This design comes from an exercise in tuning for small area, a short achievable clock period and few clock cycles on the open sky130 flow, not from production work.
In this exercise RTL edits were held to simulation tests only and were not proved equivalent to the original.

==> flow/design.v <==
`default_nettype    none
module subterranean_round
(
    input wire [256:0] a,
    input wire [32:0] din,
    output wire [256:0] o,
    output wire [31:0] dout
);
wire [256:0] a_after_chi_iota;
wire [256:0] a_after_theta;
assign a_after_chi_iota[0]     = ~(a[0]   ^   ((~a[1])     & a[2]));
assign a_after_chi_iota[254:1] = a[254:1] ^   ((~a[255:2]) & a[256:3]);
assign a_after_chi_iota[255]   = a[255]   ^   ((~a[256])   & a[0]);
assign a_after_chi_iota[256]   = a[256]   ^   ((~a[0])     & a[1]);
assign a_after_theta[12]  = a_after_chi_iota[12]  ^ a_after_chi_iota[15]  ^ a_after_chi_iota[20]  ^ din[0];
assign a_after_theta[56]  = a_after_chi_iota[56]  ^ a_after_chi_iota[59]  ^ a_after_chi_iota[64]  ^ din[1];
assign a_after_theta[90]  = a_after_chi_iota[90]  ^ a_after_chi_iota[93]  ^ a_after_chi_iota[98]  ^ din[2];
assign a_after_theta[163] = a_after_chi_iota[163] ^ a_after_chi_iota[166] ^ a_after_chi_iota[171] ^ din[3];
assign a_after_theta[161] = a_after_chi_iota[161] ^ a_after_chi_iota[164] ^ a_after_chi_iota[169] ^ din[4];
assign a_after_theta[66]  = a_after_chi_iota[66]  ^ a_after_chi_iota[69]  ^ a_after_chi_iota[74]  ^ din[5];
assign a_after_theta[51]  = a_after_chi_iota[51]  ^ a_after_chi_iota[54]  ^ a_after_chi_iota[59]  ^ din[6];
assign a_after_theta[238] = a_after_chi_iota[238] ^ a_after_chi_iota[241] ^ a_after_chi_iota[246] ^ din[7];
assign a_after_theta[254] = a_after_chi_iota[254] ^ a_after_chi_iota[0]   ^ a_after_chi_iota[5]   ^ din[8];
assign a_after_theta[243] = a_after_chi_iota[243] ^ a_after_chi_iota[246] ^ a_after_chi_iota[251] ^ din[9];
assign a_after_theta[106] = a_after_chi_iota[106] ^ a_after_chi_iota[109] ^ a_after_chi_iota[114] ^ din[10];
assign a_after_theta[152] = a_after_chi_iota[152] ^ a_after_chi_iota[155] ^ a_after_chi_iota[160] ^ din[11];
assign a_after_theta[24]  = a_after_chi_iota[24]  ^ a_after_chi_iota[27]  ^ a_after_chi_iota[32]  ^ din[12];
assign a_after_theta[112] = a_after_chi_iota[112] ^ a_after_chi_iota[115] ^ a_after_chi_iota[120] ^ din[13];
assign a_after_theta[180] = a_after_chi_iota[180] ^ a_after_chi_iota[183] ^ a_after_chi_iota[188] ^ din[14];
assign a_after_theta[69]  = a_after_chi_iota[69]  ^ a_after_chi_iota[72]  ^ a_after_chi_iota[77]  ^ din[15];
assign a_after_theta[65]  = a_after_chi_iota[65]  ^ a_after_chi_iota[68]  ^ a_after_chi_iota[73]  ^ din[16];
assign a_after_theta[132] = a_after_chi_iota[132] ^ a_after_chi_iota[135] ^ a_after_chi_iota[140] ^ din[17];
assign a_after_theta[102] = a_after_chi_iota[102] ^ a_after_chi_iota[105] ^ a_after_chi_iota[110] ^ din[18];
assign a_after_theta[219] = a_after_chi_iota[219] ^ a_after_chi_iota[222] ^ a_after_chi_iota[227] ^ din[19];
assign a_after_theta[251] = a_after_chi_iota[251] ^ a_after_chi_iota[254] ^ a_after_chi_iota[2]   ^ din[20];
assign a_after_theta[229] = a_after_chi_iota[229] ^ a_after_chi_iota[232] ^ a_after_chi_iota[237] ^ din[21];
assign a_after_theta[212] = a_after_chi_iota[212] ^ a_after_chi_iota[215] ^ a_after_chi_iota[220] ^ din[22];
assign a_after_theta[47]  = a_after_chi_iota[47]  ^ a_after_chi_iota[50]  ^ a_after_chi_iota[55]  ^ din[23];
assign a_after_theta[48]  = a_after_chi_iota[48]  ^ a_after_chi_iota[51]  ^ a_after_chi_iota[56]  ^ din[24];
assign a_after_theta[224] = a_after_chi_iota[224] ^ a_after_chi_iota[227] ^ a_after_chi_iota[232] ^ din[25];
assign a_after_theta[103] = a_after_chi_iota[103] ^ a_after_chi_iota[106] ^ a_after_chi_iota[111] ^ din[26];
assign a_after_theta[138] = a_after_chi_iota[138] ^ a_after_chi_iota[141] ^ a_after_chi_iota[146] ^ din[27];
assign a_after_theta[130] = a_after_chi_iota[130] ^ a_after_chi_iota[133] ^ a_after_chi_iota[138] ^ din[28];
assign a_after_theta[7]   = a_after_chi_iota[7]   ^ a_after_chi_iota[10]  ^ a_after_chi_iota[15]  ^ din[29];
assign a_after_theta[204] = a_after_chi_iota[204] ^ a_after_chi_iota[207] ^ a_after_chi_iota[212] ^ din[30];
assign a_after_theta[181] = a_after_chi_iota[181] ^ a_after_chi_iota[184] ^ a_after_chi_iota[189] ^ din[31];
assign a_after_theta[245] = a_after_chi_iota[245] ^ a_after_chi_iota[248] ^ a_after_chi_iota[253] ^ din[32];
assign a_after_theta[0] = a_after_chi_iota[0] ^ a_after_chi_iota[3] ^ a_after_chi_iota[8];
assign a_after_theta[36] = a_after_chi_iota[36] ^ a_after_chi_iota[39] ^ a_after_chi_iota[44];
assign a_after_theta[60] = a_after_chi_iota[60] ^ a_after_chi_iota[63] ^ a_after_chi_iota[68];
assign a_after_theta[72] = a_after_chi_iota[72] ^ a_after_chi_iota[75] ^ a_after_chi_iota[80];
assign a_after_theta[84] = a_after_chi_iota[84] ^ a_after_chi_iota[87] ^ a_after_chi_iota[92];
assign a_after_theta[96] = a_after_chi_iota[96] ^ a_after_chi_iota[99] ^ a_after_chi_iota[104];
assign a_after_theta[108] = a_after_chi_iota[108] ^ a_after_chi_iota[111] ^ a_after_chi_iota[116];
assign a_after_theta[120] = a_after_chi_iota[120] ^ a_after_chi_iota[123] ^ a_after_chi_iota[128];
assign a_after_theta[144] = a_after_chi_iota[144] ^ a_after_chi_iota[147] ^ a_after_chi_iota[152];
assign a_after_theta[156] = a_after_chi_iota[156] ^ a_after_chi_iota[159] ^ a_after_chi_iota[164];
assign a_after_theta[168] = a_after_chi_iota[168] ^ a_after_chi_iota[171] ^ a_after_chi_iota[176];
assign a_after_theta[192] = a_after_chi_iota[192] ^ a_after_chi_iota[195] ^ a_after_chi_iota[200];
assign a_after_theta[216] = a_after_chi_iota[216] ^ a_after_chi_iota[219] ^ a_after_chi_iota[224];
assign a_after_theta[228] = a_after_chi_iota[228] ^ a_after_chi_iota[231] ^ a_after_chi_iota[236];
assign a_after_theta[240] = a_after_chi_iota[240] ^ a_after_chi_iota[243] ^ a_after_chi_iota[248];
assign a_after_theta[252] = a_after_chi_iota[252] ^ a_after_chi_iota[255] ^ a_after_chi_iota[3];
assign a_after_theta[19] = a_after_chi_iota[19] ^ a_after_chi_iota[22] ^ a_after_chi_iota[27];
assign a_after_theta[31] = a_after_chi_iota[31] ^ a_after_chi_iota[34] ^ a_after_chi_iota[39];
assign a_after_theta[43] = a_after_chi_iota[43] ^ a_after_chi_iota[46] ^ a_after_chi_iota[51];
assign a_after_theta[55] = a_after_chi_iota[55] ^ a_after_chi_iota[58] ^ a_after_chi_iota[63];
assign a_after_theta[67] = a_after_chi_iota[67] ^ a_after_chi_iota[70] ^ a_after_chi_iota[75];
assign a_after_theta[79] = a_after_chi_iota[79] ^ a_after_chi_iota[82] ^ a_after_chi_iota[87];
assign a_after_theta[91] = a_after_chi_iota[91] ^ a_after_chi_iota[94] ^ a_after_chi_iota[99];
assign a_after_theta[115] = a_after_chi_iota[115] ^ a_after_chi_iota[118] ^ a_after_chi_iota[123];
assign a_after_theta[127] = a_after_chi_iota[127] ^ a_after_chi_iota[130] ^ a_after_chi_iota[135];
assign a_after_theta[139] = a_after_chi_iota[139] ^ a_after_chi_iota[142] ^ a_after_chi_iota[147];
assign a_after_theta[151] = a_after_chi_iota[151] ^ a_after_chi_iota[154] ^ a_after_chi_iota[159];
assign a_after_theta[175] = a_after_chi_iota[175] ^ a_after_chi_iota[178] ^ a_after_chi_iota[183];
assign a_after_theta[187] = a_after_chi_iota[187] ^ a_after_chi_iota[190] ^ a_after_chi_iota[195];
assign a_after_theta[199] = a_after_chi_iota[199] ^ a_after_chi_iota[202] ^ a_after_chi_iota[207];
assign a_after_theta[211] = a_after_chi_iota[211] ^ a_after_chi_iota[214] ^ a_after_chi_iota[219];
assign a_after_theta[223] = a_after_chi_iota[223] ^ a_after_chi_iota[226] ^ a_after_chi_iota[231];
assign a_after_theta[235] = a_after_chi_iota[235] ^ a_after_chi_iota[238] ^ a_after_chi_iota[243];
assign a_after_theta[247] = a_after_chi_iota[247] ^ a_after_chi_iota[250] ^ a_after_chi_iota[255];
assign a_after_theta[2] = a_after_chi_iota[2] ^ a_after_chi_iota[5] ^ a_after_chi_iota[10];
assign a_after_theta[14] = a_after_chi_iota[14] ^ a_after_chi_iota[17] ^ a_after_chi_iota[22];
assign a_after_theta[26] = a_after_chi_iota[26] ^ a_after_chi_iota[29] ^ a_after_chi_iota[34];
assign a_after_theta[38] = a_after_chi_iota[38] ^ a_after_chi_iota[41] ^ a_after_chi_iota[46];
assign a_after_theta[50] = a_after_chi_iota[50] ^ a_after_chi_iota[53] ^ a_after_chi_iota[58];
assign a_after_theta[62] = a_after_chi_iota[62] ^ a_after_chi_iota[65] ^ a_after_chi_iota[70];
assign a_after_theta[74] = a_after_chi_iota[74] ^ a_after_chi_iota[77] ^ a_after_chi_iota[82];
assign a_after_theta[86] = a_after_chi_iota[86] ^ a_after_chi_iota[89] ^ a_after_chi_iota[94];
assign a_after_theta[98] = a_after_chi_iota[98] ^ a_after_chi_iota[101] ^ a_after_chi_iota[106];
assign a_after_theta[110] = a_after_chi_iota[110] ^ a_after_chi_iota[113] ^ a_after_chi_iota[118];
assign a_after_theta[122] = a_after_chi_iota[122] ^ a_after_chi_iota[125] ^ a_after_chi_iota[130];
assign a_after_theta[134] = a_after_chi_iota[134] ^ a_after_chi_iota[137] ^ a_after_chi_iota[142];
assign a_after_theta[146] = a_after_chi_iota[146] ^ a_after_chi_iota[149] ^ a_after_chi_iota[154];
assign a_after_theta[158] = a_after_chi_iota[158] ^ a_after_chi_iota[161] ^ a_after_chi_iota[166];
assign a_after_theta[170] = a_after_chi_iota[170] ^ a_after_chi_iota[173] ^ a_after_chi_iota[178];
assign a_after_theta[182] = a_after_chi_iota[182] ^ a_after_chi_iota[185] ^ a_after_chi_iota[190];
assign a_after_theta[194] = a_after_chi_iota[194] ^ a_after_chi_iota[197] ^ a_after_chi_iota[202];
assign a_after_theta[206] = a_after_chi_iota[206] ^ a_after_chi_iota[209] ^ a_after_chi_iota[214];
assign a_after_theta[218] = a_after_chi_iota[218] ^ a_after_chi_iota[221] ^ a_after_chi_iota[226];
assign a_after_theta[230] = a_after_chi_iota[230] ^ a_after_chi_iota[233] ^ a_after_chi_iota[238];
assign a_after_theta[242] = a_after_chi_iota[242] ^ a_after_chi_iota[245] ^ a_after_chi_iota[250];
assign a_after_theta[9] = a_after_chi_iota[9] ^ a_after_chi_iota[12] ^ a_after_chi_iota[17];
assign a_after_theta[21] = a_after_chi_iota[21] ^ a_after_chi_iota[24] ^ a_after_chi_iota[29];
assign a_after_theta[33] = a_after_chi_iota[33] ^ a_after_chi_iota[36] ^ a_after_chi_iota[41];
assign a_after_theta[45] = a_after_chi_iota[45] ^ a_after_chi_iota[48] ^ a_after_chi_iota[53];
assign a_after_theta[57] = a_after_chi_iota[57] ^ a_after_chi_iota[60] ^ a_after_chi_iota[65];
assign a_after_theta[81] = a_after_chi_iota[81] ^ a_after_chi_iota[84] ^ a_after_chi_iota[89];
assign a_after_theta[93] = a_after_chi_iota[93] ^ a_after_chi_iota[96] ^ a_after_chi_iota[101];
assign a_after_theta[105] = a_after_chi_iota[105] ^ a_after_chi_iota[108] ^ a_after_chi_iota[113];
assign a_after_theta[117] = a_after_chi_iota[117] ^ a_after_chi_iota[120] ^ a_after_chi_iota[125];
assign a_after_theta[129] = a_after_chi_iota[129] ^ a_after_chi_iota[132] ^ a_after_chi_iota[137];
assign a_after_theta[141] = a_after_chi_iota[141] ^ a_after_chi_iota[144] ^ a_after_chi_iota[149];
assign a_after_theta[153] = a_after_chi_iota[153] ^ a_after_chi_iota[156] ^ a_after_chi_iota[161];
assign a_after_theta[165] = a_after_chi_iota[165] ^ a_after_chi_iota[168] ^ a_after_chi_iota[173];
assign a_after_theta[177] = a_after_chi_iota[177] ^ a_after_chi_iota[180] ^ a_after_chi_iota[185];
assign a_after_theta[189] = a_after_chi_iota[189] ^ a_after_chi_iota[192] ^ a_after_chi_iota[197];
assign a_after_theta[201] = a_after_chi_iota[201] ^ a_after_chi_iota[204] ^ a_after_chi_iota[209];
assign a_after_theta[213] = a_after_chi_iota[213] ^ a_after_chi_iota[216] ^ a_after_chi_iota[221];
assign a_after_theta[225] = a_after_chi_iota[225] ^ a_after_chi_iota[228] ^ a_after_chi_iota[233];
assign a_after_theta[237] = a_after_chi_iota[237] ^ a_after_chi_iota[240] ^ a_after_chi_iota[245];
assign a_after_theta[249] = a_after_chi_iota[249] ^ a_after_chi_iota[252] ^ a_after_chi_iota[0];
assign a_after_theta[4] = a_after_chi_iota[4] ^ a_after_chi_iota[7] ^ a_after_chi_iota[12];
assign a_after_theta[16] = a_after_chi_iota[16] ^ a_after_chi_iota[19] ^ a_after_chi_iota[24];
assign a_after_theta[28] = a_after_chi_iota[28] ^ a_after_chi_iota[31] ^ a_after_chi_iota[36];
assign a_after_theta[40] = a_after_chi_iota[40] ^ a_after_chi_iota[43] ^ a_after_chi_iota[48];
assign a_after_theta[52] = a_after_chi_iota[52] ^ a_after_chi_iota[55] ^ a_after_chi_iota[60];
assign a_after_theta[64] = a_after_chi_iota[64] ^ a_after_chi_iota[67] ^ a_after_chi_iota[72];
assign a_after_theta[76] = a_after_chi_iota[76] ^ a_after_chi_iota[79] ^ a_after_chi_iota[84];
assign a_after_theta[88] = a_after_chi_iota[88] ^ a_after_chi_iota[91] ^ a_after_chi_iota[96];
assign a_after_theta[100] = a_after_chi_iota[100] ^ a_after_chi_iota[103] ^ a_after_chi_iota[108];
assign a_after_theta[124] = a_after_chi_iota[124] ^ a_after_chi_iota[127] ^ a_after_chi_iota[132];
assign a_after_theta[136] = a_after_chi_iota[136] ^ a_after_chi_iota[139] ^ a_after_chi_iota[144];
assign a_after_theta[148] = a_after_chi_iota[148] ^ a_after_chi_iota[151] ^ a_after_chi_iota[156];
assign a_after_theta[160] = a_after_chi_iota[160] ^ a_after_chi_iota[163] ^ a_after_chi_iota[168];
assign a_after_theta[172] = a_after_chi_iota[172] ^ a_after_chi_iota[175] ^ a_after_chi_iota[180];
assign a_after_theta[184] = a_after_chi_iota[184] ^ a_after_chi_iota[187] ^ a_after_chi_iota[192];
assign a_after_theta[196] = a_after_chi_iota[196] ^ a_after_chi_iota[199] ^ a_after_chi_iota[204];
assign a_after_theta[208] = a_after_chi_iota[208] ^ a_after_chi_iota[211] ^ a_after_chi_iota[216];
assign a_after_theta[220] = a_after_chi_iota[220] ^ a_after_chi_iota[223] ^ a_after_chi_iota[228];
assign a_after_theta[232] = a_after_chi_iota[232] ^ a_after_chi_iota[235] ^ a_after_chi_iota[240];
assign a_after_theta[244] = a_after_chi_iota[244] ^ a_after_chi_iota[247] ^ a_after_chi_iota[252];
assign a_after_theta[256] = a_after_chi_iota[256] ^ a_after_chi_iota[2] ^ a_after_chi_iota[7];
assign a_after_theta[11] = a_after_chi_iota[11] ^ a_after_chi_iota[14] ^ a_after_chi_iota[19];
assign a_after_theta[23] = a_after_chi_iota[23] ^ a_after_chi_iota[26] ^ a_after_chi_iota[31];
assign a_after_theta[35] = a_after_chi_iota[35] ^ a_after_chi_iota[38] ^ a_after_chi_iota[43];
assign a_after_theta[59] = a_after_chi_iota[59] ^ a_after_chi_iota[62] ^ a_after_chi_iota[67];
assign a_after_theta[71] = a_after_chi_iota[71] ^ a_after_chi_iota[74] ^ a_after_chi_iota[79];
assign a_after_theta[83] = a_after_chi_iota[83] ^ a_after_chi_iota[86] ^ a_after_chi_iota[91];
assign a_after_theta[95] = a_after_chi_iota[95] ^ a_after_chi_iota[98] ^ a_after_chi_iota[103];
assign a_after_theta[107] = a_after_chi_iota[107] ^ a_after_chi_iota[110] ^ a_after_chi_iota[115];
assign a_after_theta[119] = a_after_chi_iota[119] ^ a_after_chi_iota[122] ^ a_after_chi_iota[127];
assign a_after_theta[131] = a_after_chi_iota[131] ^ a_after_chi_iota[134] ^ a_after_chi_iota[139];
assign a_after_theta[143] = a_after_chi_iota[143] ^ a_after_chi_iota[146] ^ a_after_chi_iota[151];
assign a_after_theta[155] = a_after_chi_iota[155] ^ a_after_chi_iota[158] ^ a_after_chi_iota[163];
assign a_after_theta[167] = a_after_chi_iota[167] ^ a_after_chi_iota[170] ^ a_after_chi_iota[175];
assign a_after_theta[179] = a_after_chi_iota[179] ^ a_after_chi_iota[182] ^ a_after_chi_iota[187];
assign a_after_theta[191] = a_after_chi_iota[191] ^ a_after_chi_iota[194] ^ a_after_chi_iota[199];
assign a_after_theta[203] = a_after_chi_iota[203] ^ a_after_chi_iota[206] ^ a_after_chi_iota[211];
assign a_after_theta[215] = a_after_chi_iota[215] ^ a_after_chi_iota[218] ^ a_after_chi_iota[223];
assign a_after_theta[227] = a_after_chi_iota[227] ^ a_after_chi_iota[230] ^ a_after_chi_iota[235];
assign a_after_theta[239] = a_after_chi_iota[239] ^ a_after_chi_iota[242] ^ a_after_chi_iota[247];
assign a_after_theta[6] = a_after_chi_iota[6] ^ a_after_chi_iota[9] ^ a_after_chi_iota[14];
assign a_after_theta[18] = a_after_chi_iota[18] ^ a_after_chi_iota[21] ^ a_after_chi_iota[26];
assign a_after_theta[30] = a_after_chi_iota[30] ^ a_after_chi_iota[33] ^ a_after_chi_iota[38];
assign a_after_theta[42] = a_after_chi_iota[42] ^ a_after_chi_iota[45] ^ a_after_chi_iota[50];
assign a_after_theta[54] = a_after_chi_iota[54] ^ a_after_chi_iota[57] ^ a_after_chi_iota[62];
assign a_after_theta[78] = a_after_chi_iota[78] ^ a_after_chi_iota[81] ^ a_after_chi_iota[86];
assign a_after_theta[114] = a_after_chi_iota[114] ^ a_after_chi_iota[117] ^ a_after_chi_iota[122];
assign a_after_theta[126] = a_after_chi_iota[126] ^ a_after_chi_iota[129] ^ a_after_chi_iota[134];
assign a_after_theta[150] = a_after_chi_iota[150] ^ a_after_chi_iota[153] ^ a_after_chi_iota[158];
assign a_after_theta[162] = a_after_chi_iota[162] ^ a_after_chi_iota[165] ^ a_after_chi_iota[170];
assign a_after_theta[174] = a_after_chi_iota[174] ^ a_after_chi_iota[177] ^ a_after_chi_iota[182];
assign a_after_theta[186] = a_after_chi_iota[186] ^ a_after_chi_iota[189] ^ a_after_chi_iota[194];
assign a_after_theta[198] = a_after_chi_iota[198] ^ a_after_chi_iota[201] ^ a_after_chi_iota[206];
assign a_after_theta[210] = a_after_chi_iota[210] ^ a_after_chi_iota[213] ^ a_after_chi_iota[218];
assign a_after_theta[222] = a_after_chi_iota[222] ^ a_after_chi_iota[225] ^ a_after_chi_iota[230];
assign a_after_theta[234] = a_after_chi_iota[234] ^ a_after_chi_iota[237] ^ a_after_chi_iota[242];
assign a_after_theta[246] = a_after_chi_iota[246] ^ a_after_chi_iota[249] ^ a_after_chi_iota[254];
assign a_after_theta[1] = a_after_chi_iota[1] ^ a_after_chi_iota[4] ^ a_after_chi_iota[9];
assign a_after_theta[13] = a_after_chi_iota[13] ^ a_after_chi_iota[16] ^ a_after_chi_iota[21];
assign a_after_theta[25] = a_after_chi_iota[25] ^ a_after_chi_iota[28] ^ a_after_chi_iota[33];
assign a_after_theta[37] = a_after_chi_iota[37] ^ a_after_chi_iota[40] ^ a_after_chi_iota[45];
assign a_after_theta[49] = a_after_chi_iota[49] ^ a_after_chi_iota[52] ^ a_after_chi_iota[57];
assign a_after_theta[61] = a_after_chi_iota[61] ^ a_after_chi_iota[64] ^ a_after_chi_iota[69];
assign a_after_theta[73] = a_after_chi_iota[73] ^ a_after_chi_iota[76] ^ a_after_chi_iota[81];
assign a_after_theta[85] = a_after_chi_iota[85] ^ a_after_chi_iota[88] ^ a_after_chi_iota[93];
assign a_after_theta[97] = a_after_chi_iota[97] ^ a_after_chi_iota[100] ^ a_after_chi_iota[105];
assign a_after_theta[109] = a_after_chi_iota[109] ^ a_after_chi_iota[112] ^ a_after_chi_iota[117];
assign a_after_theta[121] = a_after_chi_iota[121] ^ a_after_chi_iota[124] ^ a_after_chi_iota[129];
assign a_after_theta[133] = a_after_chi_iota[133] ^ a_after_chi_iota[136] ^ a_after_chi_iota[141];
assign a_after_theta[145] = a_after_chi_iota[145] ^ a_after_chi_iota[148] ^ a_after_chi_iota[153];
assign a_after_theta[157] = a_after_chi_iota[157] ^ a_after_chi_iota[160] ^ a_after_chi_iota[165];
assign a_after_theta[169] = a_after_chi_iota[169] ^ a_after_chi_iota[172] ^ a_after_chi_iota[177];
assign a_after_theta[193] = a_after_chi_iota[193] ^ a_after_chi_iota[196] ^ a_after_chi_iota[201];
assign a_after_theta[205] = a_after_chi_iota[205] ^ a_after_chi_iota[208] ^ a_after_chi_iota[213];
assign a_after_theta[217] = a_after_chi_iota[217] ^ a_after_chi_iota[220] ^ a_after_chi_iota[225];
assign a_after_theta[241] = a_after_chi_iota[241] ^ a_after_chi_iota[244] ^ a_after_chi_iota[249];
assign a_after_theta[253] = a_after_chi_iota[253] ^ a_after_chi_iota[256] ^ a_after_chi_iota[4];
assign a_after_theta[8] = a_after_chi_iota[8] ^ a_after_chi_iota[11] ^ a_after_chi_iota[16];
assign a_after_theta[20] = a_after_chi_iota[20] ^ a_after_chi_iota[23] ^ a_after_chi_iota[28];
assign a_after_theta[32] = a_after_chi_iota[32] ^ a_after_chi_iota[35] ^ a_after_chi_iota[40];
assign a_after_theta[44] = a_after_chi_iota[44] ^ a_after_chi_iota[47] ^ a_after_chi_iota[52];
assign a_after_theta[68] = a_after_chi_iota[68] ^ a_after_chi_iota[71] ^ a_after_chi_iota[76];
assign a_after_theta[80] = a_after_chi_iota[80] ^ a_after_chi_iota[83] ^ a_after_chi_iota[88];
assign a_after_theta[92] = a_after_chi_iota[92] ^ a_after_chi_iota[95] ^ a_after_chi_iota[100];
assign a_after_theta[104] = a_after_chi_iota[104] ^ a_after_chi_iota[107] ^ a_after_chi_iota[112];
assign a_after_theta[116] = a_after_chi_iota[116] ^ a_after_chi_iota[119] ^ a_after_chi_iota[124];
assign a_after_theta[128] = a_after_chi_iota[128] ^ a_after_chi_iota[131] ^ a_after_chi_iota[136];
assign a_after_theta[140] = a_after_chi_iota[140] ^ a_after_chi_iota[143] ^ a_after_chi_iota[148];
assign a_after_theta[164] = a_after_chi_iota[164] ^ a_after_chi_iota[167] ^ a_after_chi_iota[172];
assign a_after_theta[176] = a_after_chi_iota[176] ^ a_after_chi_iota[179] ^ a_after_chi_iota[184];
assign a_after_theta[188] = a_after_chi_iota[188] ^ a_after_chi_iota[191] ^ a_after_chi_iota[196];
assign a_after_theta[200] = a_after_chi_iota[200] ^ a_after_chi_iota[203] ^ a_after_chi_iota[208];
assign a_after_theta[236] = a_after_chi_iota[236] ^ a_after_chi_iota[239] ^ a_after_chi_iota[244];
assign a_after_theta[248] = a_after_chi_iota[248] ^ a_after_chi_iota[251] ^ a_after_chi_iota[256];
assign a_after_theta[3] = a_after_chi_iota[3] ^ a_after_chi_iota[6] ^ a_after_chi_iota[11];
assign a_after_theta[15] = a_after_chi_iota[15] ^ a_after_chi_iota[18] ^ a_after_chi_iota[23];
assign a_after_theta[27] = a_after_chi_iota[27] ^ a_after_chi_iota[30] ^ a_after_chi_iota[35];
assign a_after_theta[39] = a_after_chi_iota[39] ^ a_after_chi_iota[42] ^ a_after_chi_iota[47];
assign a_after_theta[63] = a_after_chi_iota[63] ^ a_after_chi_iota[66] ^ a_after_chi_iota[71];
assign a_after_theta[75] = a_after_chi_iota[75] ^ a_after_chi_iota[78] ^ a_after_chi_iota[83];
assign a_after_theta[87] = a_after_chi_iota[87] ^ a_after_chi_iota[90] ^ a_after_chi_iota[95];
assign a_after_theta[99] = a_after_chi_iota[99] ^ a_after_chi_iota[102] ^ a_after_chi_iota[107];
assign a_after_theta[111] = a_after_chi_iota[111] ^ a_after_chi_iota[114] ^ a_after_chi_iota[119];
assign a_after_theta[123] = a_after_chi_iota[123] ^ a_after_chi_iota[126] ^ a_after_chi_iota[131];
assign a_after_theta[135] = a_after_chi_iota[135] ^ a_after_chi_iota[138] ^ a_after_chi_iota[143];
assign a_after_theta[147] = a_after_chi_iota[147] ^ a_after_chi_iota[150] ^ a_after_chi_iota[155];
assign a_after_theta[159] = a_after_chi_iota[159] ^ a_after_chi_iota[162] ^ a_after_chi_iota[167];
assign a_after_theta[171] = a_after_chi_iota[171] ^ a_after_chi_iota[174] ^ a_after_chi_iota[179];
assign a_after_theta[183] = a_after_chi_iota[183] ^ a_after_chi_iota[186] ^ a_after_chi_iota[191];
assign a_after_theta[195] = a_after_chi_iota[195] ^ a_after_chi_iota[198] ^ a_after_chi_iota[203];
assign a_after_theta[207] = a_after_chi_iota[207] ^ a_after_chi_iota[210] ^ a_after_chi_iota[215];
assign a_after_theta[231] = a_after_chi_iota[231] ^ a_after_chi_iota[234] ^ a_after_chi_iota[239];
assign a_after_theta[255] = a_after_chi_iota[255] ^ a_after_chi_iota[1] ^ a_after_chi_iota[6];
assign a_after_theta[10] = a_after_chi_iota[10] ^ a_after_chi_iota[13] ^ a_after_chi_iota[18];
assign a_after_theta[22] = a_after_chi_iota[22] ^ a_after_chi_iota[25] ^ a_after_chi_iota[30];
assign a_after_theta[34] = a_after_chi_iota[34] ^ a_after_chi_iota[37] ^ a_after_chi_iota[42];
assign a_after_theta[46] = a_after_chi_iota[46] ^ a_after_chi_iota[49] ^ a_after_chi_iota[54];
assign a_after_theta[58] = a_after_chi_iota[58] ^ a_after_chi_iota[61] ^ a_after_chi_iota[66];
assign a_after_theta[70] = a_after_chi_iota[70] ^ a_after_chi_iota[73] ^ a_after_chi_iota[78];
assign a_after_theta[82] = a_after_chi_iota[82] ^ a_after_chi_iota[85] ^ a_after_chi_iota[90];
assign a_after_theta[94] = a_after_chi_iota[94] ^ a_after_chi_iota[97] ^ a_after_chi_iota[102];
assign a_after_theta[118] = a_after_chi_iota[118] ^ a_after_chi_iota[121] ^ a_after_chi_iota[126];
assign a_after_theta[142] = a_after_chi_iota[142] ^ a_after_chi_iota[145] ^ a_after_chi_iota[150];
assign a_after_theta[154] = a_after_chi_iota[154] ^ a_after_chi_iota[157] ^ a_after_chi_iota[162];
assign a_after_theta[166] = a_after_chi_iota[166] ^ a_after_chi_iota[169] ^ a_after_chi_iota[174];
assign a_after_theta[178] = a_after_chi_iota[178] ^ a_after_chi_iota[181] ^ a_after_chi_iota[186];
assign a_after_theta[190] = a_after_chi_iota[190] ^ a_after_chi_iota[193] ^ a_after_chi_iota[198];
assign a_after_theta[202] = a_after_chi_iota[202] ^ a_after_chi_iota[205] ^ a_after_chi_iota[210];
assign a_after_theta[214] = a_after_chi_iota[214] ^ a_after_chi_iota[217] ^ a_after_chi_iota[222];
assign a_after_theta[226] = a_after_chi_iota[226] ^ a_after_chi_iota[229] ^ a_after_chi_iota[234];
assign a_after_theta[250] = a_after_chi_iota[250] ^ a_after_chi_iota[253] ^ a_after_chi_iota[1];
assign a_after_theta[5] = a_after_chi_iota[5] ^ a_after_chi_iota[8] ^ a_after_chi_iota[13];
assign a_after_theta[17] = a_after_chi_iota[17] ^ a_after_chi_iota[20] ^ a_after_chi_iota[25];
assign a_after_theta[29] = a_after_chi_iota[29] ^ a_after_chi_iota[32] ^ a_after_chi_iota[37];
assign a_after_theta[41] = a_after_chi_iota[41] ^ a_after_chi_iota[44] ^ a_after_chi_iota[49];
assign a_after_theta[53] = a_after_chi_iota[53] ^ a_after_chi_iota[56] ^ a_after_chi_iota[61];
assign a_after_theta[77] = a_after_chi_iota[77] ^ a_after_chi_iota[80] ^ a_after_chi_iota[85];
assign a_after_theta[89] = a_after_chi_iota[89] ^ a_after_chi_iota[92] ^ a_after_chi_iota[97];
assign a_after_theta[101] = a_after_chi_iota[101] ^ a_after_chi_iota[104] ^ a_after_chi_iota[109];
assign a_after_theta[113] = a_after_chi_iota[113] ^ a_after_chi_iota[116] ^ a_after_chi_iota[121];
assign a_after_theta[125] = a_after_chi_iota[125] ^ a_after_chi_iota[128] ^ a_after_chi_iota[133];
assign a_after_theta[137] = a_after_chi_iota[137] ^ a_after_chi_iota[140] ^ a_after_chi_iota[145];
assign a_after_theta[149] = a_after_chi_iota[149] ^ a_after_chi_iota[152] ^ a_after_chi_iota[157];
assign a_after_theta[173] = a_after_chi_iota[173] ^ a_after_chi_iota[176] ^ a_after_chi_iota[181];
assign a_after_theta[185] = a_after_chi_iota[185] ^ a_after_chi_iota[188] ^ a_after_chi_iota[193];
assign a_after_theta[197] = a_after_chi_iota[197] ^ a_after_chi_iota[200] ^ a_after_chi_iota[205];
assign a_after_theta[209] = a_after_chi_iota[209] ^ a_after_chi_iota[212] ^ a_after_chi_iota[217];
assign a_after_theta[221] = a_after_chi_iota[221] ^ a_after_chi_iota[224] ^ a_after_chi_iota[229];
assign a_after_theta[233] = a_after_chi_iota[233] ^ a_after_chi_iota[236] ^ a_after_chi_iota[241];
generate
    genvar gen_j;
    for (gen_j = 0; gen_j < 257; gen_j = gen_j + 1) begin: pi_step
        assign o[gen_j] = a_after_theta[(12*gen_j) % 257];
    end
endgenerate
assign dout[0]  = a[1]   ^ a[256];
assign dout[1]  = a[176] ^ a[81];
assign dout[2]  = a[136] ^ a[121];
assign dout[3]  = a[35]  ^ a[222];
assign dout[4]  = a[249] ^ a[8];
assign dout[5]  = a[134] ^ a[123];
assign dout[6]  = a[197] ^ a[60];
assign dout[7]  = a[234] ^ a[23];
assign dout[8]  = a[64]  ^ a[193];
assign dout[9]  = a[213] ^ a[44];
assign dout[10] = a[223] ^ a[34];
assign dout[11] = a[184] ^ a[73];
assign dout[12] = a[2]   ^ a[255];
assign dout[13] = a[95]  ^ a[162];
assign dout[14] = a[15]  ^ a[242];
assign dout[15] = a[70]  ^ a[187];
assign dout[16] = a[241] ^ a[16];
assign dout[17] = a[11]  ^ a[246];
assign dout[18] = a[137] ^ a[120];
assign dout[19] = a[211] ^ a[46];
assign dout[20] = a[128] ^ a[129];
assign dout[21] = a[169] ^ a[88];
assign dout[22] = a[189] ^ a[68];
assign dout[23] = a[111] ^ a[146];
assign dout[24] = a[4]   ^ a[253];
assign dout[25] = a[190] ^ a[67];
assign dout[26] = a[30]  ^ a[227];
assign dout[27] = a[140] ^ a[117];
assign dout[28] = a[225] ^ a[32];
assign dout[29] = a[22]  ^ a[235];
assign dout[30] = a[17]  ^ a[240];
assign dout[31] = a[165] ^ a[92];
endmodule
`default_nettype    none
module subterranean_lwc
#(parameter ASYNC_RSTN = 0,
parameter G_PWIDTH = 32,
parameter G_SWIDTH = 32,
parameter G_SEGMENT_SIZE_BITS = 16,
parameter G_HASH_SIZE_WORDS = 8,
parameter G_TAG_SIZE_WORDS = 4
)
(
    input wire clk,
    input wire rst,
    input wire [(G_PWIDTH-1):0] pdi_data,
    input wire pdi_valid,
    output wire pdi_ready,
    input wire [(G_SWIDTH-1):0] sdi_data,
    input wire sdi_valid,
    output wire sdi_ready,
    output wire [(G_PWIDTH-1):0] do_data,
    output wire do_valid,
    input wire do_ready,
    output wire do_last
);
localparam P_IDLE = 4'd0,  P_NHDR = 4'd1,  P_NDAT = 4'd2,  P_AHDR = 4'd3,
           P_ADAT = 4'd4,  P_PHDR = 4'd5,  P_PDAT = 4'd6,  P_TAG  = 4'd7,
           P_THDR = 4'd8,  P_TDAT = 4'd9,  P_SQ   = 4'd10, P_STAT = 4'd11,
           P_HHDR = 4'd12, P_HDAT = 4'd13, P_INST = 4'd14;
function [31:0] bswap(input [31:0] x);
    bswap = {x[7:0], x[15:8], x[23:16], x[31:24]};
endfunction
reg [14:0] ph;          
reg [256:0] st;
reg [4:0] nr;           
reg nz;                 
reg [3:0] cnt;          
reg [15:0] len;         
reg lastw;              
reg [2:0] wsize;        
reg eot;
reg dec;
reg fail;
reg hlast;              
reg [3:0] bsel;         
reg [3:0] bsel_n;
reg ms;                 
reg dsel;               
reg kw;                 
reg [1:0] sph;          
reg [1:0] kcnt;
reg kact;               
reg hfirst;             
reg spend;              
reg hpend;              
reg pinst_v, pinst_h;   
reg pv, pc;             
reg [32:0] o0, o1;
reg v0, v1;
reg prdy, srdy;         
reg m_key;              
reg m_word;             
reg m_hash;             
reg m_sq;               
reg m_t;                
reg dfull;              
reg [14:0] ph_n;
reg [3:0] cnt_n;
reg [15:0] len_n;
reg lastw_n;
reg [2:0] wsize_n;
reg eot_n, dec_n, fail_n, kact_n, hfirst_n, hlast_n, spend_n, hpend_n, pinst_v_n, pinst_h_n, nxt, nxh;
reg [1:0] sph_n, kcnt_n;
wire ptake = pdi_valid & prdy;
wire stake = sdi_valid & srdy;
wire qpush = (pdi_valid & pv) | pc;
wire [4:0] nr_dec = nz ? 5'd0 : (nr - 5'd1);
wire hdr0 = (pdi_data[15:0] == 16'd0);
wire wr_ok = ~v1;
wire pop = v0 & do_ready;
wire [31:0] z;
wire [31:0] y;
wire hdr_le4 = (pdi_data[15:3] == 13'd0) && ((pdi_data[2] == 1'b0) || (pdi_data[1:0] == 2'b00));
wire [2:0] hdr_ws = hdr_le4 ? pdi_data[2:0] : 3'd4;
wire len_le8 = (len[15:4] == 12'd0) && ((len[3] == 1'b0) || (len[2:0] == 3'b000));
wire [2:0] len_ws = len_le8 ? (len[2:0] ^ 3'b100) : 3'd4;
always @(*) begin
    ph_n = ph;
    hlast_n = hlast;
    cnt_n = cnt;
    len_n = len;
    lastw_n = lastw;
    wsize_n = wsize;
    eot_n = eot;
    dec_n = dec;
    fail_n = fail;
    kact_n = kact;
    hfirst_n = hfirst;
    spend_n = spend;
    hpend_n = hpend;
    pinst_v_n = pinst_v;
    pinst_h_n = pinst_h;
    bsel_n = bsel;
    sph_n = sph;
    kcnt_n = kcnt;
    if (stake) begin
        case (sph)
            2'd0 : sph_n = 2'd1;
            2'd1 : begin sph_n = 2'd2; kcnt_n = 2'd0; end
            default : begin
                kcnt_n = kcnt + 2'd1;
                if (kcnt == 2'd3) begin
                    sph_n = 2'd0;
                    kact_n = 1'b0;
                end
            end
        endcase
    end
        if (ph[P_IDLE] & ptake) begin
            hfirst_n = 1'b1;
            case (pdi_data[31:28])
                4'h7 : begin
                    kact_n = 1'b1;
                    begin ph_n[P_IDLE] = 1'b0; ph_n[P_INST] = 1'b1; end
                end
                4'h8 : begin ph_n[P_IDLE] = 1'b0; ph_n[P_HHDR] = 1'b1; end
                default : ;
            endcase
        end
        if (ph[P_INST] & ptake) begin
            dec_n = pdi_data[28];
            begin ph_n[P_INST] = 1'b0; ph_n[P_NHDR] = 1'b1; end
        end
        if (ph[P_NHDR] & ptake) begin
            cnt_n = 4'd4;
            begin ph_n[P_NHDR] = 1'b0; ph_n[P_NDAT] = 1'b1; end
        end
        if (ph[P_NDAT] & ptake) begin
            cnt_n = cnt - 4'd1;
            if (cnt == 4'd1) begin
                begin ph_n[P_NDAT] = 1'b0; ph_n[P_AHDR] = 1'b1; end
            end
        end
        if (ph[P_AHDR] & ptake) begin
            len_n = pdi_data[15:0];
            lastw_n = hdr_le4;
            wsize_n = hdr_ws;
            eot_n = pdi_data[25];
            if (pdi_data[15:0] == 16'd0) begin
                begin ph_n[P_AHDR] = 1'b0; ph_n[P_PHDR] = 1'b1; end
            end else
                begin ph_n[P_AHDR] = 1'b0; ph_n[P_ADAT] = 1'b1; end
        end
        if (ph[P_ADAT] & ptake) begin
            len_n = len - 16'd4;
                lastw_n = len_le8;
                wsize_n = len_ws;
            if (lastw) begin
                if (eot) begin
                    begin ph_n[P_ADAT] = 1'b0; ph_n[P_PHDR] = 1'b1; end
                end else
                    begin ph_n[P_ADAT] = 1'b0; ph_n[P_AHDR] = 1'b1; end
            end
        end
        if (ph[P_PHDR] & ptake) begin
            len_n = pdi_data[15:0];
            lastw_n = hdr_le4;
            wsize_n = hdr_ws;
            eot_n = pdi_data[25];
            if (pdi_data[15:0] == 16'd0) begin
                ph_n[P_PHDR] = 1'b0;
                if (dec) ph_n[P_THDR] = 1'b1; else ph_n[P_TAG] = 1'b1;
            end else
                begin ph_n[P_PHDR] = 1'b0; ph_n[P_PDAT] = 1'b1; end
        end
        if (ph[P_PDAT] & ptake) begin
            len_n = len - 16'd4;
                lastw_n = len_le8;
                wsize_n = len_ws;
            if (lastw) begin
                if (eot) begin
                    ph_n[P_PDAT] = 1'b0;
                    if (dec) ph_n[P_THDR] = 1'b1; else ph_n[P_TAG] = 1'b1;
                end else
                    begin ph_n[P_PDAT] = 1'b0; ph_n[P_PHDR] = 1'b1; end
            end
        end
        if (ph[P_TAG] & wr_ok) begin
            cnt_n = 4'd4;
            begin ph_n[P_TAG] = 1'b0; ph_n[P_SQ] = 1'b1; end
        end
        if (ph[P_THDR] & ptake) begin
            cnt_n = 4'd4;
            begin ph_n[P_THDR] = 1'b0; ph_n[P_TDAT] = 1'b1; end
        end
        if (ph[P_TDAT] & ptake) begin
            if ((bswap(pdi_data) != z) && (cnt != 4'd1)) fail_n = 1'b1;
            cnt_n = cnt - 4'd1;
            if (cnt == 4'd1) begin ph_n[P_TDAT] = 1'b0; ph_n[P_IDLE] = 1'b1; spend_n = 1'b1; end
        end
        nxt = pinst_v | ptake;
        nxh = pinst_v ? pinst_h : (pdi_data[31:28] == 4'h8);
        if (ph[P_SQ] & ptake) begin
            pinst_v_n = nxt;
            pinst_h_n = nxh;
        end
        if (ph[P_SQ] & m_sq) begin
            cnt_n = cnt - 4'd1;
            if (cnt == 4'd1) begin
                ph_n[P_SQ] = 1'b0;
                spend_n = 1'b1;
                pinst_v_n = 1'b0;
                if (nxt) begin
                    hfirst_n = 1'b1;
                    if (nxh) ph_n[P_HHDR] = 1'b1;
                    else begin ph_n[P_INST] = 1'b1; kact_n = 1'b1; end
                end else
                    ph_n[P_IDLE] = 1'b1;
            end
        end
        if (spend & wr_ok) begin
            spend_n = 1'b0;
            fail_n = 1'b0;
        end else if (hpend & wr_ok)
            hpend_n = 1'b0;
        if (ph[P_HHDR] & ptake) begin
            hfirst_n = 1'b0;
            if (hfirst) hpend_n = 1'b1;
            len_n = pdi_data[15:0];
            lastw_n = hdr_le4;
            wsize_n = hdr_ws;
            eot_n = pdi_data[25];
            bsel_n = 4'b0001;
            hlast_n = (pdi_data[15:0] == 16'd1);
            if (pdi_data[15:0] == 16'd0) begin
                cnt_n = 4'd8;
                begin ph_n[P_HHDR] = 1'b0; ph_n[P_SQ] = 1'b1; end
            end else
                begin ph_n[P_HHDR] = 1'b0; ph_n[P_HDAT] = 1'b1; end
        end
        if (ph[P_HDAT] & pdi_valid & m_hash) begin
            bsel_n = {bsel[2:0], bsel[3]};
            hlast_n = (bsel[0] & (wsize == 3'd2)) | (bsel[1] & (wsize == 3'd3)) | (bsel[2] & (wsize == 3'd4));
            if (ptake) begin
                bsel_n = 4'b0001;
                hlast_n = (len == 16'd5);
                len_n = len - 16'd4;
                lastw_n = len_le8;
                wsize_n = len_ws;
                if (lastw) begin
                    if (eot) begin
                        cnt_n = 4'd8;
                        begin ph_n[P_HDAT] = 1'b0; ph_n[P_SQ] = 1'b1; end
                    end else
                        begin ph_n[P_HDAT] = 1'b0; ph_n[P_HHDR] = 1'b1; end
                end
            end
        end
end
wire keylast = stake & (sph == 2'd2) & (kcnt == 2'd3);
wire habs = ph[P_HDAT] & pdi_valid & m_hash;
wire nr_set = keylast | habs
            | (ptake & ((ph[P_NDAT] & (cnt == 4'd1))
                      | ((ph[P_AHDR] | ph[P_PHDR] | ph[P_HHDR]) & hdr0)
                      | (ph[P_ADAT] & lastw & eot & (wsize == 3'd4))
                      | (ph[P_PDAT] & lastw & eot)));
wire [4:0] nr_n =
      ({5{keylast}} & 5'd1)
    | ({5{ptake & ph[P_NDAT] & (cnt == 4'd1)}} & 5'd9)
    | ({5{ptake & ph[P_AHDR] & hdr0}} & (nz ? 5'd1 : nr))
    | ({5{ptake & ph[P_ADAT] & lastw & eot & (wsize == 3'd4)}} & 5'd1)
    | ({5{ptake & ph[P_PHDR] & hdr0}} & (nz ? 5'd9 : (nr + 5'd8)))
    | ({5{ptake & ph[P_PDAT] & lastw & eot}} & ((wsize == 3'd4) ? 5'd9 : 5'd8))
    | ({5{ptake & ph[P_HHDR] & hdr0}} & (nz ? 5'd10 : (nr + 5'd9)))
    | ({5{habs & ~(ptake & lastw & eot)}} & 5'd1)
    | ({5{habs & ptake & lastw & eot}} & 5'd11)
    | ({5{~nr_set}} & nr_dec);
wire nz_n = (nr[4:1] == 4'd0) & ~nr_set;
reg [32:0] pw;
always @(*) begin
    pw = 33'd0;
    if (spend)
        pw = {1'b1, fail ? 4'hF : 4'hE, 28'd0};
    else if (hpend)
        pw = {1'b0, 4'h9, 4'h3, 8'h00, 16'd32};
    else if (ph[P_PHDR])
        pw = {1'b0, dec ? 4'h4 : 4'h5, 2'b00, pdi_data[25], dec & pdi_data[25], 8'h00, pdi_data[15:0]};
    else if (ph[P_PDAT])
        pw = {lastw & eot, bswap(y)};
    else if (ph[P_TAG])
        pw = {1'b0, 32'h83000010};
    else if (ph[P_SQ])
        pw = {cnt == 4'd1, bswap(z)};
end
reg v0_n, v1_n;
always @(*) begin
    v0_n = v0;
    v1_n = v1;
    if (v1) begin
        if (pop) v1_n = 1'b0;
    end else if (qpush) begin
        if (v0 & ~pop) v1_n = 1'b1;
        else v0_n = 1'b1;
    end else if (pop) begin
        v0_n = 1'b0;
    end
end
wire wr_ok_n = ~v1_n;
reg prdy_n, m_word_n, m_hash_n, m_sq_n;
always @(*) begin
    prdy_n = 1'b0;
    m_word_n = 1'b0;
    m_hash_n = 1'b0;
    m_sq_n = 1'b0;
    prdy_n = (ph_n[P_SQ] & ~pinst_v_n) | ph_n[P_IDLE] | ph_n[P_INST] | ph_n[P_NHDR] | ph_n[P_AHDR] | ph_n[P_THDR]
           | ph_n[P_HHDR] | (ph_n[P_PHDR] & wr_ok_n & ~spend_n & ~hpend_n)
           | (ph_n[P_NDAT] & ~kact_n & nz_n)
           | ((ph_n[P_ADAT] | ph_n[P_TDAT]) & nz_n)
           | (ph_n[P_PDAT] & nz_n & wr_ok_n)
           | (ph_n[P_HDAT] & nz_n & hlast_n);
    m_word_n = ((ph_n[P_NDAT] & ~kact_n) | ph_n[P_ADAT] | (ph_n[P_PDAT] & wr_ok_n)) & nz_n;
    m_hash_n = ph_n[P_HDAT] & nz_n;
    m_sq_n = ph_n[P_SQ] & nz_n & wr_ok_n & ~spend_n & ~hpend_n;
end
wire srdy_n = (sph_n != 2'd2) | (kact_n & nz_n);
wire pv_n = (ph_n[P_PHDR] & wr_ok_n & ~spend_n & ~hpend_n) | (ph_n[P_PDAT] & nz_n & wr_ok_n);
wire pc_n = m_sq_n | ((ph_n[P_TAG] | spend_n | hpend_n) & wr_ok_n);
wire m_key_n = (sph_n == 2'd2) & kact_n & nz_n;
wire m_t_n = ph_n[P_TDAT] & nz_n;
wire kabs_n = (sph_n == 2'd2) & kact_n;
wire dfull_n = kabs_n | ph_n[P_NDAT];
always @(posedge clk) begin
    if (rst) begin
        ph <= 15'd1 << P_IDLE;
        nr <= 5'd0;
        nz <= 1'b1;
        sph <= 2'd0;
        kact <= 1'b0;
        spend <= 1'b0;
        hpend <= 1'b0;
        pinst_v <= 1'b0;
        fail <= 1'b0;
        v0 <= 1'b0;
        v1 <= 1'b0;
        prdy <= 1'b0;
        srdy <= 1'b0;
        m_key <= 1'b0;
        m_word <= 1'b0;
        m_hash <= 1'b0;
        m_sq <= 1'b0;
        pv <= 1'b0;
        pc <= 1'b0;
        m_t <= 1'b0;
        dfull <= 1'b0;
    end else begin
        ph <= ph_n;
        nr <= nr_n;
        nz <= nz_n;
        sph <= sph_n;
        kact <= kact_n;
        spend <= spend_n;
        hpend <= hpend_n;
        pinst_v <= pinst_v_n;
        fail <= fail_n;
        v0 <= v0_n;
        v1 <= v1_n;
        prdy <= prdy_n;
        srdy <= srdy_n;
        m_key <= m_key_n;
        m_word <= m_word_n;
        m_hash <= m_hash_n;
        m_sq <= m_sq_n;
        pv <= pv_n;
        pc <= pc_n;
        m_t <= m_t_n;
        dfull <= dfull_n;
    end
end
always @(posedge clk) begin
    cnt <= cnt_n;
    len <= len_n;
    lastw <= lastw_n;
    wsize <= wsize_n;
    eot <= eot_n;
    dec <= dec_n;
    bsel <= bsel_n;
    ms <= kabs_n;
    dsel <= dec_n & ph_n[P_PDAT];
    kw <= m_key_n | m_word_n;
    hlast <= hlast_n;
    kcnt <= kcnt_n;
    hfirst <= hfirst_n;
    pinst_h <= pinst_h_n;
end
always @(posedge clk) begin
    if (v1) begin
        if (pop) o0 <= o1;
    end else if (qpush) begin
        if (v0 & ~pop) o1 <= pw;
        else o0 <= pw;
    end
end
wire [256:0] st_next;
reg [32:0] din;
wire [2:0] dsize = dfull ? 3'd4 : wsize;
wire [3:0] mb = {dsize == 3'd4, dsize >= 3'd3, dsize >= 3'd2, dsize >= 3'd1};
wire [3:0] mp = ms ? 4'b0000 : mb;
reg [4:0] padv;         
always @(*) begin
    case (dsize)
        3'd0 : padv = 5'b00001;
        3'd1 : padv = 5'b00010;
        3'd2 : padv = 5'b00100;
        3'd3 : padv = 5'b01000;
        default : padv = 5'b10000;
    endcase
end
wire [31:0] mask = {{8{mb[3]}}, {8{mb[2]}}, {8{mb[1]}}, {8{mb[0]}}};
wire [31:0] x = (bswap(pdi_data) & {{8{mp[3]}}, {8{mp[2]}}, {8{mp[1]}}, {8{mp[0]}}})
              | (bswap(sdi_data) & {32{ms}});
assign y = (z ^ x) & mask;
wire [7:0] hbyte = (pdi_data[31:24] & {8{bsel[0]}}) | (pdi_data[23:16] & {8{bsel[1]}})
                 | (pdi_data[15:8] & {8{bsel[2]}}) | (pdi_data[7:0] & {8{bsel[3]}});
always @(*) begin
    din[31:0] = ((dsel ? y : x) & {32{kw}}) | {24'd0, hbyte & {8{m_hash}}};
    din[32] = kw & padv[4];
    din[0] = din[0] | (kw ? padv[0] : ~m_hash);
    din[8] = din[8] | (kw ? padv[1] : m_hash);
    din[16] = din[16] | (kw & padv[2]);
    din[24] = din[24] | (kw & padv[3]);
end
subterranean_round round (
    .a(st),
    .din(din),
    .o(st_next),
    .dout(z)
);
wire do_round = ~nz | (sdi_valid & m_key) | (pdi_valid & (m_word | m_hash | m_t)) | m_sq;
wire init = (ptake & ph[P_IDLE]) | (ph[P_SQ] & m_sq & (cnt == 4'd1) & (pinst_v | ptake));
always @(posedge clk) begin
    if (init)
        st <= 257'd0;
    else if (do_round)
        st <= st_next;
end
assign pdi_ready = prdy;
assign sdi_ready = srdy;
assign do_data = o0[31:0];
assign do_last = o0[32];
assign do_valid = v0;
endmodule
==> flow/flow/run.sh <==
#!/bin/bash
# The standard layout, except that the port buffers are plain buffers
# (buffer_ports otherwise picks a delay cell, clkdlybuf4s50_1, for them).
set -euo pipefail
export BUFFER_PORTS_ARGS="-buffer_cell sky130_fd_sc_hd__buf_4"
bash standard.sh finish > make_finish.log 2>&1
==> flow/standard.sh <==
#!/bin/bash
# synth_recipe.tcl (not shown) runs the flow's synth.tcl, then flattens the netlist and writes it again
# the make line also repeats each setting of config.mk as NAME=value (left out here)
make -C /OpenROAD-flow-scripts/flow DESIGN_CONFIG=/design/flow/config.mk WORK_HOME=/design/flow/orfs CLKGATE_MAP_FILE= SYNTH_SCRIPT=/design/flow/synth_recipe.tcl "${@:-finish}"
==> flow/config.mk <==
export PLATFORM = sky130hd
export DESIGN_NAME = subterranean_lwc
export DESIGN_NICKNAME = subterranean_lwc
export VERILOG_FILES = /design/flow/design.v
export SDC_FILE = /design/flow/constraint.sdc
export NUM_CORES = 4
export LEC_CHECK = 0
export ABC_CLOCK_PERIOD_IN_PS = 2000
export CAP_MARGIN = 20
export CORE_MARGIN = 2
export CORE_UTILIZATION = 40
export CTS_CLUSTER_DIAMETER = 100
export CTS_CLUSTER_SIZE = 24
export PLACE_DENSITY = 0.88
export SETUP_SLACK_MARGIN = 2.8
export SLEW_MARGIN = 20
export TNS_END_PERCENT = 5
==> flow/constraint.sdc <==
create_clock -name core_clock -period 5.0 [get_ports {clk}]
set_input_delay 1.0000 -clock core_clock [delete_from_list [all_inputs] [get_ports {clk}]]
set_output_delay 1.0000 -clock core_clock [all_outputs]
set_load 0.01 [all_outputs]
==> results of run 1 <==
==> synthesized netlist by cell type (7+ instances only) <==
| library cell | n |
|---|---|
| a211oi_1 | 264 |
| a21oi_1 | 78 |
| a221oi_1 | 15 |
| a22oi_1 | 36 |
| a31oi_1 | 7 |
| and2_1 | 14 |
| and3_1 | 9 |
| buf_1 | 8 |
| buf_2 | 21 |
| clkbuf_1 | 158 |
| dfxtp_1 | 324 |
| edfxtp_1 | 76 |
| ha_1 | 9 |
| inv_1 | 23 |
| mux2_2 | 21 |
| mux2i_1 | 44 |
| nand2_1 | 102 |
| nand2b_1 | 7 |
| nand3_1 | 19 |
| nand4_1 | 19 |
| nor2_1 | 393 |
| nor2b_1 | 279 |
| nor3_1 | 34 |
| nor3b_1 | 19 |
| nor4_1 | 8 |
| o21ai_0 | 50 |
| o21ai_1 | 20 |
| o22ai_1 | 42 |
| o31ai_1 | 22 |
| or3_1 | 10 |
| xnor2_1 | 880 |
| xor2_1 | 54 |
==> kinds of logic (layout without fill, tap and decap cells) <==
group / Yosys count / in the layout / synth area share [%]
compound gates: 581 / 581 / 14.7
xor+xnor: 934 / 934 / 30.0
fa+ha+maj: 9 / 9 / 0.413
buf+inv: 216 / 216 / 3.16
flops: 400 / 400 / 32.1
mux: 65 / 65 / 2.48
other cells: 0 / 1 / 0
simple gates: 939 / 939 / 17.2
==> per-layer routing <==
| layer | GRT usage [%] | vias to the layer above | routed length [um] |
|---|---|---|---|
| met5 | 0 | - | 23 |
| met4 | 13.1 | 4 | 5870 |
| met3 | 5.44 | 295 | 9740 |
| met2 | 37.4 | 1342 | 38700 |
| met1 | 31.3 | 11100 | 35100 |
| li1 | - | 10700 | - |
==> flip-flops by register name, summed over array words and instances, names as in the netlist, 2 cells and up <==
name / count
st: 257
o0: 33
o1: 33
len: 16
ph: 14
nr: 5
bsel: 4
cnt: 4
wsize: 3
kcnt: 2
sph: 2
==> stage by stage <==
step	instances	instance area (um^2)	utilization [%]	hold WS, ns	setup slack (ns)
2_1_floorplan	3144	27300	-	0.440	2.24
3_3_place_gp	3947	28700	42.5	0.450	1.84
3_5_place_dp	3947	28700	42.5	0.461	1.79
4_1_cts	3992	29600	44.0	0.483	2.65
5_1_grt	4018	30300	45.0	0.516	2.63
6_report	4018	30300	45.0	0.481	2.61
==> worst max-delay path, cell delays in order, from the launching register on <==
cell and delay [ns]:
dfxtp_2 0.43, o31ai_1 0.36, nand4b_1 0.22, buf_12 0.25, bufbuf_16 0.43, a211oi_1 0.42
==> cell type report <==
| class | count | area (um^2) | area share [%] |
|---|---|---|---|
| clock buffers | 30 | 612 | 2.02 |
| multi-input cells | 2528 | 18200 | 59.9 |
| diodes | 1 | 2.50 | 0.00825 |
| repair buffers | 156 | 1470 | 4.85 |
| clock inverters | 7 | 95.1 | 0.313 |
| well taps | 873 | 1090 | 3.60 |
| inverters | 23 | 90.1 | 0.297 |
| flip-flops and latches | 400 | 8800 | 29.0 |
==> path summary, 6_finish.rpt <==
| check | depth (start not counted) | to | slack, ns | start |
|---|---|---|---|---|
| setup reg to reg | 5 | st[88] | 2.61 | m_hash |
| setup / recovery | 5 | st[88] | 2.61 | m_hash |
| hold / removal | 2 | hfirst | 0.48 | hfirst |
| hold reg to reg | 2 | hfirst | 0.48 | hfirst |
==> what timing repair did <==
action / 4_1_cts / 5_1_grt
resized for setup: 37 / 104
cloned: 2 / 2
pin swaps: 3 / 18
buffers inserted: 6 / 23
endpoints found under the setup margin: 359 / 283
==> reports/metrics.yaml, run 1 <==
synth_top_area_share_pct: 28.2
drv_cap: 0
antenna_found_initial: 3
die_area_um2: 70300
cts_root_buf: "clkbuf_16"
synth_edf_count: 76
cts_sinks: 400
portBuffers: 104
tightest_slew_ns: 0.870
final_nets: 3209
grt_use_total_pct: 24.2
maxSlewHeadroom_pct: 41.7
cp-end-kind: "flop"
synthTopCellsByArea: "xnor2_1, dfxtp_1, edfxtp_1"
synth_nets: 3222
status: "timing/DRC/antenna clean"
layout_commonest_cell: "xnor2_1"
critPathKind: "reg2reg"
final_cell_mix: "xnor2_1, nor2_1, dfxtp_1, nor2b_1, a211oi_1"
cts_buffers: 22
synth-async-reset-ratio_pct: 0
core_um2: 67400
drtPass1Iterations: 6
hp-class: "reg2reg"
post-route-min-period_ns: 2.39
synth-seq-cells: 400
drive_above_1_share_pct: 10.3
synthCells: 3144
yosysWarnings: 1
area_growth_pct: 11.2
clk_path_buf_depth: 3
arrival_ns: 2.83
syn_area_per_cell_um2: 8.68
max_freq_mhz: 419
rsz0062_at_grt: "yes"
wirelength_mm: 89.4
setup_viol: 0
vias_per_cell: 5.83
die_w_um: 265
cts_hold_buf: 0
cts_tree: "yes"
grt_max_degree: 101
synth_seq_area_share_pct: 32.1
post-dp-hpwl_mm: 66.8
fin_crit_sh_pct: 47.7
num_rows: 95
nFillCells: 6195
synth_top_area_cell: "xnor2_1"
tns_ns: 0
grt_pass1_vias: 22000
clock_skew_ns: 0.0319
htreeDepth: 1
die_h_um: 265
clk_pin_slew_worst_paths_ns: 0.10
num_io_pins: 105
critPathLaunchType: "flop"
grt_pass1_wl_mm: 133
initial_utilization_pct: 40.5
synthesis.area_um2: 27300
drc_errors: 0
grt_overflow: 0
wire_per_inst_um: 22.3
crit_path_max_fanout: 99
synth_cell_types: 74
synth_top_flop_cell: "dfxtp_1"
drv_slew: 0
place_congestion: 1.00
ant_nets: 0
insertion_delay_ns: 0.59
cp.required_ns: 5.45
final_hold_viol_count: 0
drtIter0Drc: 2972
vias: 23400
Testbench counts, summed over its fixed seeds: cycles 13,182.
==> run 2: changes to the inputs <==
--- a/flow/config.mk
+++ b/flow/config.mk
@@ -5,13 +5,12 @@
 export SDC_FILE = /design/flow/constraint.sdc
 export NUM_CORES = 4
 export LEC_CHECK = 0
-export ABC_CLOCK_PERIOD_IN_PS = 2000
+export ABC_CLOCK_PERIOD_IN_PS = 2300
 export CAP_MARGIN = 20
 export CORE_MARGIN = 2
 export CORE_UTILIZATION = 40
 export CTS_CLUSTER_DIAMETER = 100
 export CTS_CLUSTER_SIZE = 24
-export PLACE_DENSITY = 0.88
 export SETUP_SLACK_MARGIN = 2.8
 export SLEW_MARGIN = 20
 export TNS_END_PERCENT = 5
==> run 2 against run 1 <==
  * Clock skew rose by 0.014 ns
  * Area after synthesis did not move
  * First-iteration DRC count fell by 18%
  * Worst setup slack improved by 0.10 ns
  * Utilization rose by 0.33 points
  * Sequential cell count did not move
  * Critical path type unchanged
  * Critical endpoint is now o0[8]
  * Largest cell class unchanged
  * Highest routed layer is now met4
==> reports/metrics.yaml, run 2 <==
tightest_slew_ns: 0.813  # was 0.870 ns
cts_buffers: 25  # was 22
insertion_delay_ns: 0.62  # was 0.59 ns
final_hold_viol_count: 0  # unchanged
multi_input_area_um2: 18200  # about the same
drv_slew: 0  # unchanged
vias: 22600  # was 23400
num_io_pins: 105  # unchanged
critPathLaunchType: "flop"  # unchanged
hp-class: "reg2reg"  # unchanged
cp.required_ns: 5.35  # was 5.45 ns
layout_commonest_cell: "xnor2_1"  # unchanged
reg2reg_to: "o0[8]"  # was st[88]
largest_register: "st"  # unchanged
wirelength_mm: 94.3  # was 89.4 mm
die_h_um: 265  # unchanged
synth_xor_area_share_pct: 30.0  # unchanged
grt_use_total_pct: 25.3  # was 24.2%
critPathKind: "reg2reg"  # unchanged
path_depth: 5  # unchanged
drc_errors: 0  # unchanged
r2r_slack_ns: 2.71  # was 2.61 ns
synth_common_cells: "xnor2_1, nor2_1, dfxtp_1"  # unchanged
cp-endpoint: "o0[8]"  # was st[88]
grt_overflow: 0  # unchanged
cp_num_buf_inv: 0  # was 2
synth_compound_area_share_pct: 14.7  # unchanged
grt_max_degree: 250  # was 101
synth_top_family_by_area: "XOR/XNOR gates"  # unchanged
crit_path_top_delay_cell: "xor2_1"  # was dfxtp_2
arrival_ns: 2.63  # was 2.83 ns
status: "timing/DRC/antenna clean"  # unchanged
synth_cell_types: 74  # unchanged
final_nets: 3221  # was 3209
fin_crit_sh_pct: 45.7  # was 47.7%
place_area_um2: 28600  # was 28700 um^2
r2r_cells: 5  # unchanged
diodes: 0  # was 1
maxSlewHeadroom_pct: 45.4  # was 41.7%
synthesis.area_um2: 27300  # unchanged
cp_slowest_stage_delay_ns: 0.59  # was 0.43 ns
synth_top_area_cell: "xnor2_1"  # unchanged
grt_pass1_wl_mm: 135  # was 133 mm
wire_per_inst_um: 23.4  # was 22.3 um
synthTopCellsByArea: "xnor2_1, dfxtp_1, edfxtp_1"  # unchanged
ant_nets: 0  # unchanged
yosys.cell_count.top_type: "xnor2_1"  # unchanged
cts_sinks: 400  # unchanged
post-route-min-period_ns: 2.29  # was 2.39 ns
rsz0062_at_grt: "yes"  # unchanged
cts_tree: "yes"  # unchanged
htreeDepth: 1  # unchanged
finish.instance_area_um2: 30600  # was 30300 um^2
synthMuxAreaShare_pct: 2.48  # unchanged
die_area_um2: 70300  # unchanged
cp-end-kind: "flop"  # unchanged
synth-async-reset-ratio_pct: 0  # unchanged
cts_root_buf: "clkbuf_16"  # unchanged
critical_path.top_delay_family: "XOR/XNOR gates"  # was compound AO/OA/AOI/OAI gates
synth-seq-cells: 400  # unchanged
vias_per_cell: 5.60  # was 5.83
crit_path_max_fanout: 5  # was 99
r2r-start: "st[16]"  # was m_hash
yosys.area_share.simple_pct: 17.2  # unchanged
clock_skew_ns: 0.0460  # was 0.0319 ns
synth_nets: 3222  # unchanged
synthCells: 3144  # unchanged
path_common_cell: "xor2_1"
grt_pass1_vias: 20500  # was 22000
largest_reg_flops: 257  # unchanged
max_freq_mhz: 437  # was 419 MHz
initial_utilization_pct: 40.5  # unchanged
syn_area_per_cell_um2: 8.68  # unchanged
drv_cap: 0  # unchanged
synth_edf_count: 76  # unchanged
post-dp-hpwl_mm: 69.4  # was 66.8 mm
portBuffers: 104  # unchanged
antenna_found_initial: 0  # was 3
die_w_um: 265  # unchanged
synthAdderAreaFrac_pct: 0.413  # unchanged
drtPass1Iterations: 6  # unchanged
reg.largest.list: "st: 257 flops, o0: 33 flops, o1: 33 flops"  # unchanged
clk_path_buf_depth: 3  # unchanged
clk_pin_slew_worst_paths_ns: 0.11  # was 0.10 ns
synth_seq_area_share_pct: 32.1  # unchanged
drtIter0Drc: 2424  # was 2972
drive_above_1_share_pct: 10.8  # was 10.3%
setup_viol: 0  # unchanged
synth_top_flop_cell: "dfxtp_1"  # unchanged
nFillCells: 6639  # was 6195
ff_latch_area_um2: 8800  # about the same
final_cell_mix: "xnor2_1, nor2_1, dfxtp_1, nor2b_1, a211oi_1"  # unchanged
synth_top_area_share_pct: 28.2  # unchanged
place_congestion: 0.940  # was 1.00
num_rows: 95  # unchanged
core_um2: 67400  # unchanged
tns_ns: 0  # unchanged
cts_hold_buf: 0  # unchanged
path_cells: "xor2_1, xor2_1, o21ai_0, mux2i_1, o31ai_1"  # was o31ai_1, nand4b_1, buf_12, bufbuf_16, a211oi_1
yosysWarnings: 1  # unchanged
startpoint: "st[16]"  # was m_hash
area_growth_pct: 12.0  # was 11.2%
-- run 2: cell count changes in the layout (fill, tap and decap cells not counted), sizes merged, moves of 2 or more --
| cell | before | now |
|---|---|---|
| buf | 152 | 160 |
| inv | 25 | 33 |
| bufbuf | 2 | 0 |
| clkbuf | 32 | 34 |
-- run 2: what timing repair did --
| item | CTS | global route |
|---|---|---|
| setup endpoints to repair | 361 | 299 |
| gates resized for setup | 55 | 96 |
| pin swaps | 5 | 23 |
| setup buffers | 12 | 25 |
| cloned | 2 | 5 |
-- run 2: layer usage --
metal	part of all wire, %	wire length, um	track usage (%)
met1	45	42700	36.6
met2	43	40900	39.0
met3	7.2	6750	2.72
met4	4.2	4000	9.13
met5	0	0	0
-- run 2: layout make-up --
cell class              count  area share [%]
clock buffers              30            2.18
clock inverters            14           0.532
inverters                  23           0.295
multi-input cells        2529            59.6
flip-flops and latches    400            28.8
well taps                 873            3.57
repair buffers            164            5.07
-- run 2: cells by family after synthesis --
family / Yosys count
and+or+nand+nor: 939
xor gates and xnor gates: 934
AOI/OAI and AO/OA: 581
DFF: 400
buffers and inverters: 216
muxes: 65
adders and majority gates: 9
-- run 2: how the worst min path moves through the flow --
stage	start	end	slack (ns)	cells after the start
final	hfirst	hfirst	0.48	2
after global routing	hfirst	hfirst	0.52	2
after CTS	hfirst	hfirst	0.48	2
after detailed placement	hfirst	hfirst	0.46	2
after global placement	hfirst	hfirst	0.45	2
after floorplan	hfirst	hfirst	0.44	2
-- run 2: worst reg2reg max path: stages (launching register included) --
cell and delay, ns:
dfxtp_1 0.49, xor2_1 0.59, xor2_1 0.21, o21ai_0 0.09
mux2i_1 0.53, o31ai_1 0.13
-- run 2: per-stage QoR --
step / util, % / hold slack (ns) / instances / setup slack [ns]
after detailed placement: 42.5 / 0.461 / 3945 / 1.75
after global routing: 45.4 / 0.515 / 4033 / 2.66
after floorplan: - / 0.440 / 3144 / 2.24
after CTS: 44.3 / 0.482 / 4003 / 2.62
final: 45.4 / 0.479 / 4033 / 2.71
after global placement: 42.5 / 0.451 / 3945 / 1.82

-- separate check: timing with driven ports --
No port has a modelled driver above. Below, the same layouts with a new extraction and two added sets of constraints.
Step 1, drivers: a clkbuf_16 drives clk and a buf_2 each remaining input, both assumed.
Step 2 adds t to the input delays and takes it off the output delays; t is the mean of the earliest and latest rising clock arrival at the registers after step 1. Input paths then give back, and output paths get back, about the clock's delay inside the block.
Three values: ideal, step 1, step 2; two values: the first two.
| run | t, ns | setup WS [ns] | worst setup path after step 2 |
|---|---|---|---|
| run 1 | 0.637 | 2.613 / 2.613 / 2.065 | input to register |
| run 2 | 0.661 | 2.714 / 2.690 / 2.079 | input to register |
After both steps every run listed still meets setup and hold. For run 2, which loses most, drivers alone change the setup slack by -0.024 ns; drivers and shift together by -0.635 ns.
